Background: an optimization exercise with open tools, aiming at small area and a short achievable clock period. Do not read the settings as production practice. Where RTL was checked, it was by simulation tests only, not by an equivalence proof against the original.

==> exp/juniper: inputs <==
Design ERM16_microprocessor, start of the top module:
module ERM16_microprocessor (input logic init,clk,input logic [15:0] DI,output logic [15:0] ADDR_BUS,DO,output logic wrmem,ioe,intreq);
==> module long_unit, before the edit <==
module long_unit
 (input logic clk,input logic [15:0] a,b,input logic [1:0] step,input logic is_mul,is_mod,
  output logic [15:0] res,output logic p16);
 logic [15:0] r;
 logic [11:0] q;
 logic [3:0] dn,bn,qb;
 logic [16:0] t,mt;
 logic [15:0] rd;
 always_comb
	case (step)
		2'd0: begin dn = a[15:12]; bn = b[3:0]; end
		2'd1: begin dn = a[11:8]; bn = b[7:4]; end
		2'd2: begin dn = a[7:4]; bn = b[11:8]; end
		default: begin dn = a[3:0]; bn = b[15:12]; end
	endcase
 always_comb begin
	rd = r;
	for (int k = 3; k >= 0; k--) begin
		t = {rd,dn[k]};
		if (t >= {1'b0,b}) begin
			rd = t[15:0] - b;
			qb[k] = 1'b1;
		end
		else begin
			rd = t[15:0];
			qb[k] = 1'b0;
		end
	end
 end
 assign mt = {1'b0,r} + {1'b0,a} * bn;
 always_ff @(posedge clk) begin
	if (step == 2'd3) r <= 16'b0;
	else r <= is_mul ? {3'b0,mt[16:4]} : rd;
	q <= {q[7:0],is_mul ? mt[3:0] : qb};
 end
 assign res = is_mul ? {mt[3:0],q[3:0],q[7:4],q[11:8]} : is_mod ? rd : {q,qb};
 assign p16 = mt[4];
endmodule
==> module ERM16_microprocessor, before the edit <==
module ERM16_microprocessor (input logic init,clk,input logic [15:0] DI,output logic [15:0] ADDR_BUS,DO,output logic wrmem,ioe,intreq);
logic decodeinstr,we3,rst,hlt,wrpc,prefix,jump,ch,ret,wrflags,seladdr,state_flag_bit;
logic [5:0] Jcc;
logic [4:0] func;
logic [3:0] stwr;
logic [1:0] spc_a;
logic [2:0] spc_b;
logic [2:0] state;
logic [6:0] q_ir;
logic [8:0] q_op;
logic [15:0] imm,a,b,Bop,RD1,RD2,WD3,ALUresult,w_ALUresult,held,DI_PC,DO_PC;
logic [5:0] flags_in,flags_out;
logic [2:0] A1,A3;
logic lstart,lmul,ldiv,lmod,lbusy,llast,lhold,lcur_mul;
logic [2:0] ldest;
logic [15:0] lres;
logic lp16;
control_unit cb(q_ir,clk,state_flag_bit,init,wrmem,ioe,intreq,decodeinstr,we3,rst,hlt,wrpc,prefix,jump,ch,ret,wrflags,seladdr,Jcc,func,stwr,spc_a,spc_b,state);
always_ff @(posedge clk,posedge rst)
	if (rst) {q_ir,q_op} <= 16'b0;
	else if (~hlt|decodeinstr) {q_ir,q_op} <= DI;
assign imm = {4'b0,{6{q_op[5]}},q_op[5:0]};
assign A1 = ret ? 3'b111 : q_op[8:6];
assign A3 = ch ? 3'b111 : q_op[8:6];
always_comb
	case (stwr[2:0])
		3'd0: WD3 = w_ALUresult;
		3'd1: WD3 = imm;
		3'd2: WD3 = b;
		3'd3: WD3 = a;
		default: WD3 = DI;
	endcase
reg_file regfile(A1,q_op[5:3],A3,we3,llast,ldest,lres,clk,rst,WD3,RD1,RD2);
assign lstart = (func == 5'd2) | (func == 5'd3) | (func == 5'd4);
assign lbusy = lmul | ldiv | lmod;
assign llast = lbusy & (state == 3'd3);
assign lhold = lstart | (lbusy & ~llast);
always_ff @(posedge clk,posedge rst)
	if (rst) {lmul,ldiv,lmod} <= 3'b0;
	else if (lstart) {lmul,ldiv,lmod} <= {func == 5'd2,func == 5'd3,func == 5'd4};
	else if (llast) {lmul,ldiv,lmod} <= 3'b0;
always_ff @(posedge clk)
	if (lstart) ldest <= q_op[8:6];
always_ff @(posedge clk,posedge rst)
	if (rst) a <= 16'b0;
	else if (~hlt & ~lhold) a <= (llast & (A1 == ldest)) ? lres : RD1;
always_ff @(posedge clk,posedge rst)
	if (rst) b <= 16'b0;
	else if (~hlt) b <= lhold ? Bop : (llast & (q_op[5:3] == ldest)) ? lres : RD2;
always_comb
	if (lbusy) Bop = b;
	else case (spc_b[1:0])
		2'd0: Bop = b;
		2'd1: Bop = imm;
		default: Bop = 16'd2;
	endcase
assign lcur_mul = lbusy ? lmul : (func == 5'd2);
alu16 ALU(a,Bop,DO_PC,spc_a[0],func,flags_out,flags_in,ALUresult);
long_unit LU(clk,a,Bop,state[1:0],lcur_mul,lmod,lres,lp16);
always_ff @(posedge clk,posedge rst)
	if (rst) held <= 16'b0;
	else if (~wrpc) held <= ALUresult;
assign w_ALUresult = wrpc ? held : ALUresult;
logic f5,f4,f3,f1,f0;
always_ff @(posedge clk,posedge rst)
	if (rst) {f5,f3,f1,f0} <= 4'b0;
	else if (wrflags) {f5,f3,f1,f0} <= {flags_in[5],flags_in[3],flags_in[1:0]};
always_ff @(posedge clk,posedge rst)
	if (rst) f4 <= 1'b0;
	else if (wrflags) f4 <= flags_in[4];
	else if (llast & lmul) f4 <= lp16;
assign flags_out = {f5,f4,f3,1'b0,f1,f0};
assign state_flag_bit = flags_out[Jcc[2:0]];
assign DI_PC = jump ? (prefix ? imm : a) : w_ALUresult;
always_ff @(posedge clk,posedge rst)
	if (rst) DO_PC <= 16'b0;
	else if (wrpc) DO_PC <= DI_PC;
always_ff @(posedge clk,posedge rst)
	if (rst) begin
		ADDR_BUS <= 16'b0;
		DO <= 16'b0;
	end
	else if (~hlt) begin
		ADDR_BUS <= seladdr ? b : DO_PC;
		DO <= a;
	end
endmodule
==> flow/config.mk <==
export PLATFORM = sky130hd
export DESIGN_NAME = ERM16_microprocessor
export DESIGN_NICKNAME = ERM16_microprocessor
export VERILOG_FILES = /design/flow/design.v
export SDC_FILE = /design/flow/constraint.sdc
export NUM_CORES = 4
export LEC_CHECK = 0
export CAP_MARGIN = 20
export CORE_MARGIN = 2
export CORE_UTILIZATION = 40
export SLEW_MARGIN = 20
==> flow/constraint.sdc <==
create_clock -name core_clock -period 30.0 [get_ports {clk}]
set_input_delay 6.0000 -clock core_clock [delete_from_list [all_inputs] [get_ports {clk}]]
set_output_delay 6.0000 -clock core_clock [all_outputs]
set_load 0.01 [all_outputs]
run.sh (not shown) runs the stock make flow with config.mk's settings and CLKGATE_MAP_FILE= SYNTH_SCRIPT=/design/flow/synth_recipe.tcl, a recipe that flattens the netlist after the stock synthesis.
==> exp/nickel: changes against exp/juniper <==
--- a/flow/design.v
+++ b/flow/design.v
@@ -91,40 +91,2 @@
 endmodule
-module long_unit
- (input logic clk,input logic [15:0] a,b,input logic [1:0] step,input logic is_mul,is_mod,
-  output logic [15:0] res,output logic p16);
- logic [15:0] r;
- logic [11:0] q;
- logic [3:0] dn,bn,qb;
- logic [16:0] t,mt;
- logic [15:0] rd;
- always_comb
-	case (step)
-		2'd0: begin dn = a[15:12]; bn = b[3:0]; end
-		2'd1: begin dn = a[11:8]; bn = b[7:4]; end
-		2'd2: begin dn = a[7:4]; bn = b[11:8]; end
-		default: begin dn = a[3:0]; bn = b[15:12]; end
-	endcase
- always_comb begin
-	rd = r;
-	for (int k = 3; k >= 0; k--) begin
-		t = {rd,dn[k]};
-		if (t >= {1'b0,b}) begin
-			rd = t[15:0] - b;
-			qb[k] = 1'b1;
-		end
-		else begin
-			rd = t[15:0];
-			qb[k] = 1'b0;
-		end
-	end
- end
- assign mt = {1'b0,r} + {1'b0,a} * bn;
- always_ff @(posedge clk) begin
-	if (step == 2'd3) r <= 16'b0;
-	else r <= is_mul ? {3'b0,mt[16:4]} : rd;
-	q <= {q[7:0],is_mul ? mt[3:0] : qb};
- end
- assign res = is_mul ? {mt[3:0],q[3:0],q[7:4],q[11:8]} : is_mod ? rd : {q,qb};
- assign p16 = mt[4];
-endmodule
 module control_unit
@@ -665,3 +627,4 @@
 logic [2:0] A1,A3;
-logic lstart,lmul,ldiv,lmod,lbusy,llast,lhold,lcur_mul;
+logic lmul,ldiv,lmod,limm,lany,llast,lhold;
+logic [15:0] lB;
 logic [2:0] ldest;
@@ -669,6 +632,7 @@
 logic lp16;
+logic [16:0] acc,lx;
+logic [3:0] lqb;
 control_unit cb(q_ir,clk,state_flag_bit,init,wrmem,ioe,intreq,decodeinstr,we3,rst,hlt,wrpc,prefix,jump,ch,ret,wrflags,seladdr,Jcc,func,stwr,spc_a,spc_b,state);
-always_ff @(posedge clk,posedge rst)
-	if (rst) {q_ir,q_op} <= 16'b0;
-	else if (~hlt|decodeinstr) {q_ir,q_op} <= DI;
+always_ff @(posedge clk)
+	{q_ir,q_op} <= DI;
 assign imm = {4'b0,{6{q_op[5]}},q_op[5:0]};
@@ -685,21 +649,25 @@
 reg_file regfile(A1,q_op[5:3],A3,we3,llast,ldest,lres,clk,rst,WD3,RD1,RD2);
-assign lstart = (func == 5'd2) | (func == 5'd3) | (func == 5'd4);
-assign lbusy = lmul | ldiv | lmod;
-assign llast = lbusy & (state == 3'd3);
-assign lhold = lstart | (lbusy & ~llast);
 always_ff @(posedge clk,posedge rst)
-	if (rst) {lmul,ldiv,lmod} <= 3'b0;
-	else if (lstart) {lmul,ldiv,lmod} <= {func == 5'd2,func == 5'd3,func == 5'd4};
-	else if (llast) {lmul,ldiv,lmod} <= 3'b0;
+	if (rst) {lmul,ldiv,lmod,limm} <= 4'b0;
+	else if (state == 3'd3) begin
+		lmul <= q_ir[6:1] == 6'd12;
+		ldiv <= q_ir[6:1] == 6'd13;
+		lmod <= q_ir[6:1] == 6'd39;
+		limm <= q_ir[0] & ((q_ir[6:1] == 6'd12) | (q_ir[6:1] == 6'd13) | (q_ir[6:1] == 6'd39));
+	end
+	else limm <= 1'b0;
+assign lany = lmul | ldiv | lmod;
+assign llast = lany & (state == 3'd3);
+assign lhold = lany & (state != 3'd3);
 always_ff @(posedge clk)
-	if (lstart) ldest <= q_op[8:6];
-always_ff @(posedge clk,posedge rst)
-	if (rst) a <= 16'b0;
-	else if (~hlt & ~lhold) a <= (llast & (A1 == ldest)) ? lres : RD1;
-always_ff @(posedge clk,posedge rst)
-	if (rst) b <= 16'b0;
-	else if (~hlt) b <= lhold ? Bop : (llast & (q_op[5:3] == ldest)) ? lres : RD2;
+	if (state == 3'd0) ldest <= q_op[8:6];
+assign lB = limm ? imm : b;
+always_ff @(posedge clk)
+	if (lhold) a <= {a[11:0],lqb};
+	else a <= (llast & (A1 == ldest)) ? lres : RD1;
+always_ff @(posedge clk)
+	if (lhold) b <= lB;
+	else b <= (llast & (q_op[5:3] == ldest)) ? lres : RD2;
 always_comb
-	if (lbusy) Bop = b;
-	else case (spc_b[1:0])
+	case (spc_b[1:0])
 		2'd0: Bop = b;
@@ -708,8 +676,21 @@
 	endcase
-assign lcur_mul = lbusy ? lmul : (func == 5'd2);
 alu16 ALU(a,Bop,DO_PC,spc_a[0],func,flags_out,flags_in,ALUresult);
-long_unit LU(clk,a,Bop,state[1:0],lcur_mul,lmod,lres,lp16);
-always_ff @(posedge clk,posedge rst)
-	if (rst) held <= 16'b0;
-	else if (~wrpc) held <= ALUresult;
+always_comb begin
+	logic [16:0] x,addend,s;
+	logic co;
+	lx = acc;
+	for (int k = 3; k >= 0; k--) begin
+		x = {lx[15:0],lmul ? 1'b0 : a[12+k]};
+		addend = lmul ? {1'b0,lB & {16{a[12+k]}}} : {1'b1,~lB};
+		{co,s} = {1'b0,x} + {1'b0,addend} + {17'b0,~lmul};
+		lqb[k] = co;
+		lx = (lmul | co) ? s : x;
+	end
+end
+always_ff @(posedge clk)
+	acc <= (state == 3'd3) ? 17'b0 : lx;
+assign lres = (lmul | lmod) ? lx[15:0] : {a[11:0],lqb};
+assign lp16 = lx[16];
+always_ff @(posedge clk)
+	if (~wrpc) held <= ALUresult;
 assign w_ALUresult = wrpc ? held : ALUresult;
@@ -730,10 +711,6 @@
 always_ff @(posedge clk,posedge rst)
-	if (rst) begin
-		ADDR_BUS <= 16'b0;
-		DO <= 16'b0;
-	end
-	else if (~hlt) begin
-		ADDR_BUS <= seladdr ? b : DO_PC;
-		DO <= a;
-	end
+	if (rst) ADDR_BUS <= 16'b0;
+	else if (~hlt) ADDR_BUS <= seladdr ? b : DO_PC;
+always_ff @(posedge clk)
+	DO <= a;
 endmodule
ABC_AREA = 1   (was default)
==> comparison table <==
Delay contributed by the slowest stage of the critical path: exp/juniper 0.91 ns; exp/nickel 0.59 ns
Final worst slack: exp/juniper 14.16 ns; exp/nickel 18.81 ns
Placed Instances: exp/juniper 4174; exp/nickel 4261
Router iterations before antenna repair: exp/juniper 8; exp/nickel 6
Startpoint of the worst-slack reg-to-reg timing path: exp/juniper lmod; exp/nickel a[15]
Gate Count Post-Synth: exp/juniper 3378; exp/nickel 3518
Wire per inst: exp/juniper 28.1 µm; exp/nickel 23.4 µm
Standard-cell rows: exp/juniper 96; exp/nickel 88
Cell depth of the worst setup path: exp/juniper 44; exp/nickel 60
Tmin final: exp/juniper 15.84 ns; exp/nickel 11.19 ns
Filler-free cell count of the finished design: exp/juniper 4244; exp/nickel 4332
Distinct cell type count of the synthesized netlist: exp/juniper 115; exp/nickel 62
Simple-gate share of the synthesized area: exp/juniper 18.3%; exp/nickel 29.7%
Global Route met3 Usage: exp/juniper 8.93%; exp/nickel 6.74%
Seq Cell Count: exp/juniper 310; exp/nickel 298
Result of the run: exp/juniper finished clean; exp/nickel finished clean
Share of cells above drive strength 1: exp/juniper 10.6%; exp/nickel 5.92%
Final #Nets: exp/juniper 3533; exp/nickel 3679
Number of tapcells: exp/juniper 882; exp/nickel 765
Final worst path period share: exp/juniper 52.8%; exp/nickel 37.3%
Compound-gate portion of the synthesized area: exp/juniper 27.2%; exp/nickel 21.9%
Function not checked in exp/juniper: the RTL went through the layout flow alone.

==> what the ideal ports hide <==
In the flow no input, the clock included, has a driving cell. The finished layouts below were timed again as built, in two steps. Step 1 sets driving cells, clkbuf_16 on the clock port and buf_2 on the other inputs (assumed; they add their load-dependent delay and slew). Step 2 times the ports against the registers' clock, not the clock port: input delays grow and output delays shrink by t, the midpoint of the rising clock arrivals with the driver on. Three values: ideal, step 1, step 2; two values: the first two.
run | t (ns) | setup WS [ns] | slew at the worst register clock pin (ns) | worst slew at a driven data input, ns
exp/juniper | 0.653 | 14.163 / 14.163 / 14.163 | 0.07 / 0.07 | 0.05
exp/nickel | 0.633 | 18.809 / 18.809 / 18.809 | 0.07 / 0.07 | 0.09
After both steps every run listed still meets setup and hold.
